Background: an optimization exercise with open tools, aiming at small area. Do not read the settings as production practice. Only the layout flow was run in this run; the RTL was not checked for function there. Power is estimated from default activity; no workload was simulated.

===== flow/config.mk =====
export PLATFORM = sky130hd
export DESIGN_NAME = Subtract
export DESIGN_NICKNAME = Subtract
export VERILOG_FILES = /design/flow/design.v
export SDC_FILE = /design/flow/constraint.sdc
export NUM_CORES = 4
export LEC_CHECK = 0
export ABC_AREA = 1
export CAP_MARGIN = 20
export CORE_MARGIN = 2
export CORE_UTILIZATION = 60
export PLACE_DENSITY = 0.75
export SLEW_MARGIN = 20

===== flow/constraint.sdc =====
create_clock -name core_clock -period 16.0 [get_ports {clk}]
set_input_delay 3.2000 -clock core_clock [delete_from_list [all_inputs] [get_ports {clk}]]
set_output_delay 3.2000 -clock core_clock [all_outputs]
set_load 0.01 [all_outputs]

===== flow/design.v =====
module Subtract(
	input wire n_rst,
	input wire clk,
	input wire signed [7:0] A,
	input wire signed [7:0] B,
	output wire signed [8:0] C,
	output wire signed [7:0] D,
	output wire signed [14:0] E,
	output wire signed [7:0] F
);
reg [7:0] a, b;
always@(posedge clk or negedge n_rst) begin
	if(!n_rst) begin
		a <= 8'd0;
		b <= 8'd0;
	end
	else begin
		a <= A;
		b <= B;
	end
end
wire s1;
assign s1 = a[0] ^ b[0];
wire c2;
assign c2 = a[0] & b[0];
wire s3;
assign s3 = a[1] ^ b[1] ^ c2;
wire c4;
assign c4 = (a[1] & b[1]) | (c2 & (a[1] ^ b[1]));
wire s5;
assign s5 = a[2] ^ b[2] ^ c4;
wire c6;
assign c6 = (a[2] & b[2]) | (c4 & (a[2] ^ b[2]));
wire s7;
assign s7 = a[3] ^ b[3] ^ c6;
wire c8;
assign c8 = (a[3] & b[3]) | (c6 & (a[3] ^ b[3]));
wire s9;
assign s9 = a[4] ^ b[4] ^ c8;
wire c10;
assign c10 = (a[4] & b[4]) | (c8 & (a[4] ^ b[4]));
wire s11;
assign s11 = a[5] ^ b[5] ^ c10;
wire c12;
assign c12 = (a[5] & b[5]) | (c10 & (a[5] ^ b[5]));
wire s13;
assign s13 = a[6] ^ b[6] ^ c12;
wire c14;
assign c14 = (a[6] & b[6]) | (c12 & (a[6] ^ b[6]));
wire s15;
assign s15 = a[7] ^ b[7] ^ c14;
wire c16;
assign c16 = (a[7] & b[7]) | (c14 & (a[7] ^ b[7]));
wire n17;
assign n17 = a[7] ^ b[7] ^ c16;
assign C = {n17, s15, s13, s11, s9, s7, s5, s3, s1};
wire n18;
assign n18 = ~b[0];
wire n19;
assign n19 = ~b[1];
wire n20;
assign n20 = ~b[2];
wire n21;
assign n21 = ~b[3];
wire n22;
assign n22 = ~b[4];
wire n23;
assign n23 = ~b[5];
wire n24;
assign n24 = ~b[6];
wire n25;
assign n25 = ~b[7];
wire s26;
assign s26 = a[0] ^ n18 ^ 1'b1;
wire c27;
assign c27 = (a[0] & n18) | (1'b1 & (a[0] ^ n18));
wire s28;
assign s28 = a[1] ^ n19 ^ c27;
wire c29;
assign c29 = (a[1] & n19) | (c27 & (a[1] ^ n19));
wire s30;
assign s30 = a[2] ^ n20 ^ c29;
wire c31;
assign c31 = (a[2] & n20) | (c29 & (a[2] ^ n20));
wire s32;
assign s32 = a[3] ^ n21 ^ c31;
wire c33;
assign c33 = (a[3] & n21) | (c31 & (a[3] ^ n21));
wire s34;
assign s34 = a[4] ^ n22 ^ c33;
wire c35;
assign c35 = (a[4] & n22) | (c33 & (a[4] ^ n22));
wire s36;
assign s36 = a[5] ^ n23 ^ c35;
wire c37;
assign c37 = (a[5] & n23) | (c35 & (a[5] ^ n23));
wire s38;
assign s38 = a[6] ^ n24 ^ c37;
wire c39;
assign c39 = (a[6] & n24) | (c37 & (a[6] ^ n24));
wire s40;
assign s40 = a[7] ^ n25 ^ c39;
wire c41;
assign c41 = (a[7] & n25) | (c39 & (a[7] ^ n25));
assign D = {s40, s38, s36, s34, s32, s30, s28, s26};
wire p42;
assign p42 = a[0] & b[0];
wire p43;
assign p43 = a[0] & b[1];
wire p44;
assign p44 = a[0] & b[2];
wire p45;
assign p45 = a[0] & b[3];
wire p46;
assign p46 = a[0] & b[4];
wire p47;
assign p47 = a[0] & b[5];
wire p48;
assign p48 = a[0] & b[6];
wire p49;
assign p49 = ~(a[0] & b[7]);
wire p50;
assign p50 = a[1] & b[0];
wire p51;
assign p51 = a[1] & b[1];
wire p52;
assign p52 = a[1] & b[2];
wire p53;
assign p53 = a[1] & b[3];
wire p54;
assign p54 = a[1] & b[4];
wire p55;
assign p55 = a[1] & b[5];
wire p56;
assign p56 = a[1] & b[6];
wire p57;
assign p57 = ~(a[1] & b[7]);
wire p58;
assign p58 = a[2] & b[0];
wire p59;
assign p59 = a[2] & b[1];
wire p60;
assign p60 = a[2] & b[2];
wire p61;
assign p61 = a[2] & b[3];
wire p62;
assign p62 = a[2] & b[4];
wire p63;
assign p63 = a[2] & b[5];
wire p64;
assign p64 = a[2] & b[6];
wire p65;
assign p65 = ~(a[2] & b[7]);
wire p66;
assign p66 = a[3] & b[0];
wire p67;
assign p67 = a[3] & b[1];
wire p68;
assign p68 = a[3] & b[2];
wire p69;
assign p69 = a[3] & b[3];
wire p70;
assign p70 = a[3] & b[4];
wire p71;
assign p71 = a[3] & b[5];
wire p72;
assign p72 = a[3] & b[6];
wire p73;
assign p73 = ~(a[3] & b[7]);
wire p74;
assign p74 = a[4] & b[0];
wire p75;
assign p75 = a[4] & b[1];
wire p76;
assign p76 = a[4] & b[2];
wire p77;
assign p77 = a[4] & b[3];
wire p78;
assign p78 = a[4] & b[4];
wire p79;
assign p79 = a[4] & b[5];
wire p80;
assign p80 = a[4] & b[6];
wire p81;
assign p81 = ~(a[4] & b[7]);
wire p82;
assign p82 = a[5] & b[0];
wire p83;
assign p83 = a[5] & b[1];
wire p84;
assign p84 = a[5] & b[2];
wire p85;
assign p85 = a[5] & b[3];
wire p86;
assign p86 = a[5] & b[4];
wire p87;
assign p87 = a[5] & b[5];
wire p88;
assign p88 = a[5] & b[6];
wire p89;
assign p89 = ~(a[5] & b[7]);
wire p90;
assign p90 = a[6] & b[0];
wire p91;
assign p91 = a[6] & b[1];
wire p92;
assign p92 = a[6] & b[2];
wire p93;
assign p93 = a[6] & b[3];
wire p94;
assign p94 = a[6] & b[4];
wire p95;
assign p95 = a[6] & b[5];
wire p96;
assign p96 = a[6] & b[6];
wire p97;
assign p97 = ~(a[6] & b[7]);
wire p98;
assign p98 = ~(a[7] & b[0]);
wire p99;
assign p99 = ~(a[7] & b[1]);
wire p100;
assign p100 = ~(a[7] & b[2]);
wire p101;
assign p101 = ~(a[7] & b[3]);
wire p102;
assign p102 = ~(a[7] & b[4]);
wire p103;
assign p103 = ~(a[7] & b[5]);
wire p104;
assign p104 = ~(a[7] & b[6]);
wire p105;
assign p105 = a[7] & b[7];
wire bo106;
assign bo106 = b[0] ^ 1'b0;
wire bt107;
assign bt107 = (b[1] & ~b[0] & ~1'b0) | (~b[1] & b[0] & 1'b0);
wire pp108;
assign pp108 = (bo106 & a[0]) ^ b[1];
wire pp109;
assign pp109 = ((bo106 & a[1]) | (bt107 & a[0])) ^ b[1];
wire pp110;
assign pp110 = ((bo106 & a[2]) | (bt107 & a[1])) ^ b[1];
wire pp111;
assign pp111 = ((bo106 & a[3]) | (bt107 & a[2])) ^ b[1];
wire pp112;
assign pp112 = ((bo106 & a[4]) | (bt107 & a[3])) ^ b[1];
wire pp113;
assign pp113 = ((bo106 & a[5]) | (bt107 & a[4])) ^ b[1];
wire pp114;
assign pp114 = ((bo106 & a[6]) | (bt107 & a[5])) ^ b[1];
wire pp115;
assign pp115 = ((bo106 & a[7]) | (bt107 & a[6])) ^ b[1];
wire pp116;
assign pp116 = ((bo106 & a[7]) | (bt107 & a[7])) ^ b[1];
wire ps117;
assign ps117 = ~pp116;
wire bo118;
assign bo118 = b[2] ^ b[1];
wire bt119;
assign bt119 = (b[3] & ~b[2] & ~b[1]) | (~b[3] & b[2] & b[1]);
wire pp120;
assign pp120 = (bo118 & a[0]) ^ b[3];
wire pp121;
assign pp121 = ((bo118 & a[1]) | (bt119 & a[0])) ^ b[3];
wire pp122;
assign pp122 = ((bo118 & a[2]) | (bt119 & a[1])) ^ b[3];
wire pp123;
assign pp123 = ((bo118 & a[3]) | (bt119 & a[2])) ^ b[3];
wire pp124;
assign pp124 = ((bo118 & a[4]) | (bt119 & a[3])) ^ b[3];
wire pp125;
assign pp125 = ((bo118 & a[5]) | (bt119 & a[4])) ^ b[3];
wire pp126;
assign pp126 = ((bo118 & a[6]) | (bt119 & a[5])) ^ b[3];
wire pp127;
assign pp127 = ((bo118 & a[7]) | (bt119 & a[6])) ^ b[3];
wire pp128;
assign pp128 = ((bo118 & a[7]) | (bt119 & a[7])) ^ b[3];
wire ps129;
assign ps129 = ~pp128;
wire bo130;
assign bo130 = b[4] ^ b[3];
wire bt131;
assign bt131 = (b[5] & ~b[4] & ~b[3]) | (~b[5] & b[4] & b[3]);
wire pp132;
assign pp132 = (bo130 & a[0]) ^ b[5];
wire pp133;
assign pp133 = ((bo130 & a[1]) | (bt131 & a[0])) ^ b[5];
wire pp134;
assign pp134 = ((bo130 & a[2]) | (bt131 & a[1])) ^ b[5];
wire pp135;
assign pp135 = ((bo130 & a[3]) | (bt131 & a[2])) ^ b[5];
wire pp136;
assign pp136 = ((bo130 & a[4]) | (bt131 & a[3])) ^ b[5];
wire pp137;
assign pp137 = ((bo130 & a[5]) | (bt131 & a[4])) ^ b[5];
wire pp138;
assign pp138 = ((bo130 & a[6]) | (bt131 & a[5])) ^ b[5];
wire pp139;
assign pp139 = ((bo130 & a[7]) | (bt131 & a[6])) ^ b[5];
wire pp140;
assign pp140 = ((bo130 & a[7]) | (bt131 & a[7])) ^ b[5];
wire ps141;
assign ps141 = ~pp140;
wire bo142;
assign bo142 = b[6] ^ b[5];
wire bt143;
assign bt143 = (b[7] & ~b[6] & ~b[5]) | (~b[7] & b[6] & b[5]);
wire pp144;
assign pp144 = (bo142 & a[0]) ^ b[7];
wire pp145;
assign pp145 = ((bo142 & a[1]) | (bt143 & a[0])) ^ b[7];
wire pp146;
assign pp146 = ((bo142 & a[2]) | (bt143 & a[1])) ^ b[7];
wire pp147;
assign pp147 = ((bo142 & a[3]) | (bt143 & a[2])) ^ b[7];
wire pp148;
assign pp148 = ((bo142 & a[4]) | (bt143 & a[3])) ^ b[7];
wire pp149;
assign pp149 = ((bo142 & a[5]) | (bt143 & a[4])) ^ b[7];
wire pp150;
assign pp150 = ((bo142 & a[6]) | (bt143 & a[5])) ^ b[7];
wire pp151;
assign pp151 = ((bo142 & a[7]) | (bt143 & a[6])) ^ b[7];
wire pp152;
assign pp152 = ((bo142 & a[7]) | (bt143 & a[7])) ^ b[7];
wire ps153;
assign ps153 = ~pp152;
wire s154;
assign s154 = pp114 ^ pp124;
wire c155;
assign c155 = pp114 & pp124;
wire s156;
assign s156 = pp115 ^ pp125;
wire c157;
assign c157 = pp115 & pp125;
wire s158;
assign s158 = ps117 ^ pp126 ^ pp136;
wire c159;
assign c159 = (ps117 & pp126) | (pp136 & (ps117 ^ pp126));
wire s160;
assign s160 = pp127 ^ pp137;
wire c161;
assign c161 = pp127 & pp137;
wire s162;
assign s162 = pp112 ^ pp122;
wire c163;
assign c163 = pp112 & pp122;
wire s164;
assign s164 = pp113 ^ pp123;
wire c165;
assign c165 = pp113 & pp123;
wire s166;
assign s166 = s154 ^ pp134 ^ pp144;
wire c167;
assign c167 = (s154 & pp134) | (pp144 & (s154 ^ pp134));
wire s168;
assign s168 = c155 ^ s156 ^ pp135;
wire c169;
assign c169 = (c155 & s156) | (pp135 & (c155 ^ s156));
wire s170;
assign s170 = c157 ^ s158 ^ pp146;
wire c171;
assign c171 = (c157 & s158) | (pp146 & (c157 ^ s158));
wire s172;
assign s172 = c159 ^ s160 ^ pp147;
wire c173;
assign c173 = (c159 & s160) | (pp147 & (c159 ^ s160));
wire s174;
assign s174 = c161 ^ ps129 ^ pp138;
wire c175;
assign c175 = (c161 & ps129) | (pp138 & (c161 ^ ps129));
wire s176;
assign s176 = pp139 ^ pp149;
wire c177;
assign c177 = pp139 & pp149;
wire s178;
assign s178 = pp110 ^ pp120;
wire c179;
assign c179 = pp110 & pp120;
wire s180;
assign s180 = pp111 ^ pp121;
wire c181;
assign c181 = pp111 & pp121;
wire s182;
assign s182 = s162 ^ pp132 ^ b[5];
wire c183;
assign c183 = (s162 & pp132) | (b[5] & (s162 ^ pp132));
wire s184;
assign s184 = c163 ^ s164 ^ pp133;
wire c185;
assign c185 = (c163 & s164) | (pp133 & (c163 ^ s164));
wire s186;
assign s186 = c165 ^ s166 ^ b[7];
wire c187;
assign c187 = (c165 & s166) | (b[7] & (c165 ^ s166));
wire s188;
assign s188 = c167 ^ s168 ^ pp145;
wire c189;
assign c189 = (c167 & s168) | (pp145 & (c167 ^ s168));
wire s190;
assign s190 = c169 ^ s170 ^ 1'b1;
wire c191;
assign c191 = (c169 & s170) | (1'b1 & (c169 ^ s170));
wire s192;
assign s192 = c171 ^ s172 ^ 1'b1;
wire c193;
assign c193 = (c171 & s172) | (1'b1 & (c171 ^ s172));
wire s194;
assign s194 = c173 ^ s174 ^ pp148;
wire c195;
assign c195 = (c173 & s174) | (pp148 & (c173 ^ s174));
wire s196;
assign s196 = c175 ^ s176 ^ 1'b1;
wire c197;
assign c197 = (c175 & s176) | (1'b1 & (c175 ^ s176));
wire s198;
assign s198 = c177 ^ ps141 ^ pp150;
wire c199;
assign c199 = (c177 & ps141) | (pp150 & (c177 ^ ps141));
wire s200;
assign s200 = pp151 ^ 1'b1;
wire c201;
assign c201 = pp151 & 1'b1;
wire s202;
assign s202 = pp108 ^ b[1];
wire c203;
assign c203 = pp108 & b[1];
wire s204;
assign s204 = pp109 ^ c203;
wire c205;
assign c205 = pp109 & c203;
wire s206;
assign s206 = s178 ^ b[3] ^ c205;
wire c207;
assign c207 = (s178 & b[3]) | (c205 & (s178 ^ b[3]));
wire s208;
assign s208 = c179 ^ s180 ^ c207;
wire c209;
assign c209 = (c179 & s180) | (c207 & (c179 ^ s180));
wire s210;
assign s210 = c181 ^ s182 ^ c209;
wire c211;
assign c211 = (c181 & s182) | (c209 & (c181 ^ s182));
wire s212;
assign s212 = c183 ^ s184 ^ c211;
wire c213;
assign c213 = (c183 & s184) | (c211 & (c183 ^ s184));
wire s214;
assign s214 = c185 ^ s186 ^ c213;
wire c215;
assign c215 = (c185 & s186) | (c213 & (c185 ^ s186));
wire s216;
assign s216 = c187 ^ s188 ^ c215;
wire c217;
assign c217 = (c187 & s188) | (c215 & (c187 ^ s188));
wire s218;
assign s218 = c189 ^ s190 ^ c217;
wire c219;
assign c219 = (c189 & s190) | (c217 & (c189 ^ s190));
wire s220;
assign s220 = c191 ^ s192 ^ c219;
wire c221;
assign c221 = (c191 & s192) | (c219 & (c191 ^ s192));
wire s222;
assign s222 = c193 ^ s194 ^ c221;
wire c223;
assign c223 = (c193 & s194) | (c221 & (c193 ^ s194));
wire s224;
assign s224 = c195 ^ s196 ^ c223;
wire c225;
assign c225 = (c195 & s196) | (c223 & (c195 ^ s196));
wire s226;
assign s226 = c197 ^ s198 ^ c225;
wire c227;
assign c227 = (c197 & s198) | (c225 & (c197 ^ s198));
wire s228;
assign s228 = c199 ^ s200 ^ c227;
wire c229;
assign c229 = (c199 & s200) | (c227 & (c199 ^ s200));
wire n230;
assign n230 = c201 ^ ps153 ^ c229;
assign E = {n230, s228, s226, s224, s222, s220, s218, s216, s214, s212, s210, s208, s206, s204, s202};
wire [7:0] uabs231 = a[7] ? -a : a;
wire d232;
assign d232 = b[0] ^ ~b[7];
wire d233;
assign d233 = b[1] ^ ~b[7];
wire d234;
assign d234 = b[2] ^ ~b[7];
wire d235;
assign d235 = b[3] ^ ~b[7];
wire d236;
assign d236 = b[4] ^ ~b[7];
wire d237;
assign d237 = b[5] ^ ~b[7];
wire d238;
assign d238 = b[6] ^ ~b[7];
wire d239;
assign d239 = b[7] ^ ~b[7];
wire ci240;
assign ci240 = ~b[7];
wire bz241;
assign bz241 = ~(|b);
wire hd242;
assign hd242 = ~bz241;
wire hd243;
assign hd243 = hd242 & d239;
wire hd244;
assign hd244 = hd243 & d238;
wire hd245;
assign hd245 = hd244 & d237;
wire hd246;
assign hd246 = hd245 & d236;
wire hd247;
assign hd247 = hd246 & d235;
wire hd248;
assign hd248 = hd247 & d234;
wire hd249;
assign hd249 = hd248 & d233;
wire s250;
assign s250 = uabs231[7] ^ d232 ^ ci240;
wire c251;
assign c251 = (uabs231[7] & d232) | (ci240 & (uabs231[7] ^ d232));
wire q252;
assign q252 = c251 & hd249;
wire r253;
assign r253 = q252 ? s250 : uabs231[7];
wire s254;
assign s254 = uabs231[6] ^ d232 ^ ci240;
wire c255;
assign c255 = (uabs231[6] & d232) | (ci240 & (uabs231[6] ^ d232));
wire s256;
assign s256 = r253 ^ d233 ^ c255;
wire c257;
assign c257 = (r253 & d233) | (c255 & (r253 ^ d233));
wire q258;
assign q258 = c257 & hd248;
wire r259;
assign r259 = q258 ? s254 : uabs231[6];
wire r260;
assign r260 = q258 ? s256 : r253;
wire s261;
assign s261 = uabs231[5] ^ d232 ^ ci240;
wire c262;
assign c262 = (uabs231[5] & d232) | (ci240 & (uabs231[5] ^ d232));
wire s263;
assign s263 = r259 ^ d233 ^ c262;
wire c264;
assign c264 = (r259 & d233) | (c262 & (r259 ^ d233));
wire s265;
assign s265 = r260 ^ d234 ^ c264;
wire c266;
assign c266 = (r260 & d234) | (c264 & (r260 ^ d234));
wire q267;
assign q267 = c266 & hd247;
wire r268;
assign r268 = q267 ? s261 : uabs231[5];
wire r269;
assign r269 = q267 ? s263 : r259;
wire r270;
assign r270 = q267 ? s265 : r260;
wire s271;
assign s271 = uabs231[4] ^ d232 ^ ci240;
wire c272;
assign c272 = (uabs231[4] & d232) | (ci240 & (uabs231[4] ^ d232));
wire s273;
assign s273 = r268 ^ d233 ^ c272;
wire c274;
assign c274 = (r268 & d233) | (c272 & (r268 ^ d233));
wire s275;
assign s275 = r269 ^ d234 ^ c274;
wire c276;
assign c276 = (r269 & d234) | (c274 & (r269 ^ d234));
wire s277;
assign s277 = r270 ^ d235 ^ c276;
wire c278;
assign c278 = (r270 & d235) | (c276 & (r270 ^ d235));
wire q279;
assign q279 = c278 & hd246;
wire r280;
assign r280 = q279 ? s271 : uabs231[4];
wire r281;
assign r281 = q279 ? s273 : r268;
wire r282;
assign r282 = q279 ? s275 : r269;
wire r283;
assign r283 = q279 ? s277 : r270;
wire s284;
assign s284 = uabs231[3] ^ d232 ^ ci240;
wire c285;
assign c285 = (uabs231[3] & d232) | (ci240 & (uabs231[3] ^ d232));
wire s286;
assign s286 = r280 ^ d233 ^ c285;
wire c287;
assign c287 = (r280 & d233) | (c285 & (r280 ^ d233));
wire s288;
assign s288 = r281 ^ d234 ^ c287;
wire c289;
assign c289 = (r281 & d234) | (c287 & (r281 ^ d234));
wire s290;
assign s290 = r282 ^ d235 ^ c289;
wire c291;
assign c291 = (r282 & d235) | (c289 & (r282 ^ d235));
wire s292;
assign s292 = r283 ^ d236 ^ c291;
wire c293;
assign c293 = (r283 & d236) | (c291 & (r283 ^ d236));
wire q294;
assign q294 = c293 & hd245;
wire r295;
assign r295 = q294 ? s284 : uabs231[3];
wire r296;
assign r296 = q294 ? s286 : r280;
wire r297;
assign r297 = q294 ? s288 : r281;
wire r298;
assign r298 = q294 ? s290 : r282;
wire r299;
assign r299 = q294 ? s292 : r283;
wire s300;
assign s300 = uabs231[2] ^ d232 ^ ci240;
wire c301;
assign c301 = (uabs231[2] & d232) | (ci240 & (uabs231[2] ^ d232));
wire s302;
assign s302 = r295 ^ d233 ^ c301;
wire c303;
assign c303 = (r295 & d233) | (c301 & (r295 ^ d233));
wire s304;
assign s304 = r296 ^ d234 ^ c303;
wire c305;
assign c305 = (r296 & d234) | (c303 & (r296 ^ d234));
wire s306;
assign s306 = r297 ^ d235 ^ c305;
wire c307;
assign c307 = (r297 & d235) | (c305 & (r297 ^ d235));
wire s308;
assign s308 = r298 ^ d236 ^ c307;
wire c309;
assign c309 = (r298 & d236) | (c307 & (r298 ^ d236));
wire s310;
assign s310 = r299 ^ d237 ^ c309;
wire c311;
assign c311 = (r299 & d237) | (c309 & (r299 ^ d237));
wire q312;
assign q312 = c311 & hd244;
wire r313;
assign r313 = q312 ? s300 : uabs231[2];
wire r314;
assign r314 = q312 ? s302 : r295;
wire r315;
assign r315 = q312 ? s304 : r296;
wire r316;
assign r316 = q312 ? s306 : r297;
wire r317;
assign r317 = q312 ? s308 : r298;
wire r318;
assign r318 = q312 ? s310 : r299;
wire s319;
assign s319 = uabs231[1] ^ d232 ^ ci240;
wire c320;
assign c320 = (uabs231[1] & d232) | (ci240 & (uabs231[1] ^ d232));
wire s321;
assign s321 = r313 ^ d233 ^ c320;
wire c322;
assign c322 = (r313 & d233) | (c320 & (r313 ^ d233));
wire s323;
assign s323 = r314 ^ d234 ^ c322;
wire c324;
assign c324 = (r314 & d234) | (c322 & (r314 ^ d234));
wire s325;
assign s325 = r315 ^ d235 ^ c324;
wire c326;
assign c326 = (r315 & d235) | (c324 & (r315 ^ d235));
wire s327;
assign s327 = r316 ^ d236 ^ c326;
wire c328;
assign c328 = (r316 & d236) | (c326 & (r316 ^ d236));
wire s329;
assign s329 = r317 ^ d237 ^ c328;
wire c330;
assign c330 = (r317 & d237) | (c328 & (r317 ^ d237));
wire s331;
assign s331 = r318 ^ d238 ^ c330;
wire c332;
assign c332 = (r318 & d238) | (c330 & (r318 ^ d238));
wire q333;
assign q333 = c332 & hd243;
wire m334;
assign m334 = (uabs231[0] & d232) | (ci240 & (uabs231[0] | d232));
wire m335;
assign m335 = (s319 & d233) | (m334 & (s319 | d233));
wire m336;
assign m336 = (s321 & d234) | (m335 & (s321 | d234));
wire m337;
assign m337 = (s323 & d235) | (m336 & (s323 | d235));
wire m338;
assign m338 = (s325 & d236) | (m337 & (s325 | d236));
wire m339;
assign m339 = (s327 & d237) | (m338 & (s327 | d237));
wire m340;
assign m340 = (s329 & d238) | (m339 & (s329 | d238));
wire m341;
assign m341 = (s331 & d239) | (m340 & (s331 | d239));
wire m342;
assign m342 = (uabs231[0] & d232) | (ci240 & (uabs231[0] | d232));
wire m343;
assign m343 = (uabs231[1] & d233) | (m342 & (uabs231[1] | d233));
wire m344;
assign m344 = (r313 & d234) | (m343 & (r313 | d234));
wire m345;
assign m345 = (r314 & d235) | (m344 & (r314 | d235));
wire m346;
assign m346 = (r315 & d236) | (m345 & (r315 | d236));
wire m347;
assign m347 = (r316 & d237) | (m346 & (r316 | d237));
wire m348;
assign m348 = (r317 & d238) | (m347 & (r317 | d238));
wire m349;
assign m349 = (r318 & d239) | (m348 & (r318 | d239));
wire q350;
assign q350 = (q333 ? m341 : m349) & hd242;
wire sq351;
assign sq351 = a[7] ^ b[7];
wire [7:0] qmag = {q252, q258, q267, q279, q294, q312, q333, q350};
assign F = sq351 ? -qmag : qmag;
endmodule

===== flow/flow/run.sh =====
#!/bin/bash
# Standard layout (the standard.sh) with two changes to synthesis:
#  - ABC maps with the area script in flow/abc_area.script
#  - port buffers are buf_1 cells
#  - clock tree: clkbuf_4 buffers, larger sink clusters, no dummy loads
#  - no full/half-adder cell extraction (ADDER_MAP_FILE empty), so ABC maps all logic
# The ORFS scripts are copied unchanged except for abc_area.script.
set -euo pipefail
cp -r "$FLOW_HOME/scripts" ./scripts_mod
cp flow/abc_area.script ./scripts_mod/abc_area.script
bash standard.sh SCRIPTS_DIR="$PWD/scripts_mod" ABC_AREA=1 ADDER_MAP_FILE= BUFFER_PORTS_ARGS="-buffer_cell sky130_fd_sc_hd__buf_1" CTS_ARGS="-sink_clustering_enable -repair_clock_nets -buf_list sky130_fd_sc_hd__clkbuf_4 -dont_use_dummy_load -sink_clustering_size 20 -sink_clustering_max_diameter 200" finish > standard_flow.log 2>&1

===== flow/flow/abc_area.script =====
strash
&get -n
&deepsyn -T 30
&put
dch -f
amap
topo
stime -c

===== flow/standard.sh =====
#!/bin/bash
# synth_recipe.tcl (not shown) runs the flow's synth.tcl, then flattens the netlist and writes it again
# the make line also repeats each setting of config.mk as NAME=value (left out here)
make -C /OpenROAD-flow-scripts/flow DESIGN_CONFIG=/design/flow/config.mk WORK_HOME=/design/flow/orfs CLKGATE_MAP_FILE= SYNTH_SCRIPT=/design/flow/synth_recipe.tcl "${@:-finish}"

==> key figures <==
Status
  – Result of the run: finished clean

Timing
  – Final cycle utilization of the critical path: 89.77%
  – Post-layout min period: 14360 ps
  – Final-report setup violation count: 0
  – Total Negative Setup Slacks: 0 ps
  – Slew at the pin closest to its max-slew limit: 938.1 ps
  – Relative max-transition margin: 37.46%
  – Max-slew violations: 0
  – Fin worst setup slack: 1638 ps
  – Unrepaired setup endpoints after global routing: false
  – Final hold violations: 0
  – Highest achievable clock rate: 0.06963 GHz

Routing
  – Initial drt markers: 427
  – Routed wire per std cell: 12.85 µm
  – DRC: 0
  – Post-route antenna net violation count: 0
  – Routed vias: 4090
  – Total detailed-routing wirelength: 8893 µm
  – Vias per inst: 5.910
  – TritonRoute pass-1 iters: 5

Finish
  – Total area of multi-input combinational cells: 0.002447 mm²
  – Antenna fix cells: 0
  – Post-Layout Cell Count: 692
  – Final instance area: 0.003373 mm²
  – Leading cell type in the layout, fill and taps excluded: nor2_1
  – Share of post-route cells with drive strength above 1: 1.286%
  – FF+latch area: 402.9 µm²
  – Commonest cells after routing, fill and taps aside: nor2_1 (107), nand2_1 (97), a21oi_1 (85)
  – Utilization after layout: 65.22%
  – Filler cell count: 527
  – Net total in the final layout: 642
  – Synth-to-layout area growth: 2.980%

Flow run
  – Max-cap viol count: 0

Placed design
  – Half-perimeter wire length after detailed placement: 7079 µm
  – Final RePlAce weighted congestion: 0.9705
  – Cells after DPL: 689
  – Area after detailed placement: 0.003344 mm²
  – Dpl ws: 1883 ps
  – # port buffers: 57

Pwr
  – Power spent charging and discharging nets: 0.1487 mW
  – Comb power frac: 73.8%
  – Power per unit of standard cell area: 79.54 mW/mm²
  – Internal power: 0.1196 mW
  – Seq pwr share: 17.8%
  – Worst ir drop on vdd: 71.30 µV
  – Sw Share: 55.41%
  – Leakage power total: 1.218 nW
  – Clock network fraction of total power: 8.5%

Worst setup path
  – Worst Path Class, Setup: reg -> out
  – Start point of the critical path: b[7]$_DFF_PN0_
  – Crit path DAT: 11160 ps
  – Critical path peak fanout: 22
  – Slowest stage cell on the critical path: o22ai_1
  – Worst stage delay on the critical path: 560 ps
  – Kind of end point of the critical path: primary output
  – Crit path launch type: flip-flop
  – Data required time at the worst endpoint: 12800 ps

Clock network
  – Maximum level of the CTS H-tree: 1
  – TritonCTS Buffers: 3
  – Buffers inserted by post-CTS timing repair: 0
  – Clock slew at reported path FFs: 100 ps
  – Hold Buf Count CTS: 0
  – Cell chosen for the clock root: clkbuf_4
  – Post-cts sizing count: 0
  – Total number of clock tree sinks: 16
  – Clock Path Buffers: 2
  – Clock tree from TritonCTS: yes

Global routing
  – First-pass GRT wire length: 15440 µm
  – Vias in the first global route: 3575
  – Maximum number of pins on one net before global-route repair: 28
  – GRT Overall Usage: 29.79%
  – Gr ovfl total: 0
  – Antenna violations before repair: 0

Yosys
  – Sequential share of the synthesized area: 12.22%
  – Cell area after synthesis: 0.003276 mm²
  – Cell count after synthesis: 593
  – Synth warn: 1
  – Number of nets produced by synthesis: 611
  – Flip-flop and latch count after synthesis: 16
  – Synthesized area per cell: 5.524 µm²
  – Distinct cell type count after synthesis: 30

Die
  – Standard-cell row count: 26
  – Die height: 77.89 µm
  – Die outline area: 0.006066 mm²
  – Area of the core region: 0.005172 mm²
  – Horizontal die dimension: 77.89 µm
  – Initial standard-cell utilization of the core: 63.33%
  – Number of primary I/O pins: 58

Hold path
  – Worst min-delay path category: in -> async
[sequential cells by signal, indices dropped and copies added, names as in the netlist]
signal / flops
b: 8
a: 8
[cell families after synthesis]
| logic type | share of synthesized area (%) |
|---|---|
| compound gates | 47.29 |
| buf+inv | 13.18 |
| flops | 12.22 |
| simple gates | 27.31 |
[power by group through the flow]
stage | sequential [mW] | combinational (mW) | clock [mW]
4_1_cts | 0.0474 | 0.197 | 0.0235
3_5_place_dp | 0.0482 | 0.196 | 0
2_1_floorplan | 0.0472 | 0.183 | 0
5_1_grt | 0.0482 | 0.228 | 0.0248
3_3_place_gp | 0.0481 | 0.191 | 0
6_report | 0.0477 | 0.198 | 0.0227
[cell type report]
class                           count  area share [%]
Timing Repair Buffer               59           6.788
Sequential cell                    16           11.94
Inverter                           49           5.453
Multi-Input combinational cell    495           72.55
Clock buffer                        3          0.6677
Tap cell                           70           2.596
[path summary, 6_finish.rpt]
check                      slack [ps]             end
max                              1640            F[6]
min                              2990  a[7]$_DFF_PN0_
max in group asynchronous       12390  b[5]$_DFF_PN0_
min in group core_clock          2990  b[3]$_DFF_PN0_
[metal layers]
layer  share of wire [%]  track usage (%)
met1                  46            41.01
met2                  44            48.28
met3                 8.4            3.837
met4                 1.5            9.107
met5                   0                0
[cell usage after synthesis]
master,n,share of area [%]
a21oi_1,85,13
clkinv_1,49,5.6
o22ai_1,50,9.5
o21ai_0,83,13
dfrtp_1,16,12
or2_0,3,0.57
o31ai_1,3,0.69
nor4_1,2,0.38
buf_4,33,7.6
nand2_1,97,11
nor3_1,9,1.4
nor2b_1,4,0.76
or3_1,1,0.19
o211ai_1,1,0.23
a31oi_1,3,0.57
o32a_1,2,0.61
a22oi_1,3,0.69
o41ai_1,1,0.27
nand3_1,3,0.46
o221ai_1,3,0.80
o21a_1,23,5.3
o22a_1,1,0.27
a221oi_1,1,0.27
nand4_1,1,0.19
a31o_1,2,0.53
o32ai_1,2,0.53
a222oi_1,2,0.61
nor2_1,107,12
a21o_1,2,0.46
a32oi_1,1,0.27
[worst max-delay path: cells and delay by family, from the launching register on]
kind | cells | cell delay, ps
compound gates | 31 | 6280
simple gates | 21 | 2830
buf+inv | 6 | 1420
flops | 1 | 330
[through the flow]
stage               total power, mW  hold slack (ps)
finish                       0.2683             2989
global route                 0.3009             2979
CTS                          0.2676             2985
detailed placement           0.2437             3301
global placement             0.2393             3298
floorplan                    0.2297             2904

-- port drivers added, routing unchanged --
In the flow no input, the clock included, has a driving cell. The finished layout below was timed again as built, in two steps.
Step 1 (the two cells are an assumption about what drives the block):
set clk [get_ports {clk}]
set_driving_cell -lib_cell sky130_fd_sc_hd__clkbuf_16 $clk
set_driving_cell -lib_cell sky130_fd_sc_hd__buf_2 [delete_from_list [all_inputs] $clk]
Step 2 times the ports against the registers' clock, not the clock port: input delays grow and output delays shrink by t, the midpoint of the rising clock arrivals with the driver on.
Slacks: no drivers / after step 1 / after step 2; pairs: no drivers / after step 1.
t (ns): 0.319
setup slack, ns: 1.638 / 1.615 / 1.934
clock arrival spread, ns: 0.003 / 0.004
After both steps setup and hold are still met in this run. The setup slack of this run moves by -0.023 ns with the drivers and by +0.296 ns with both steps.
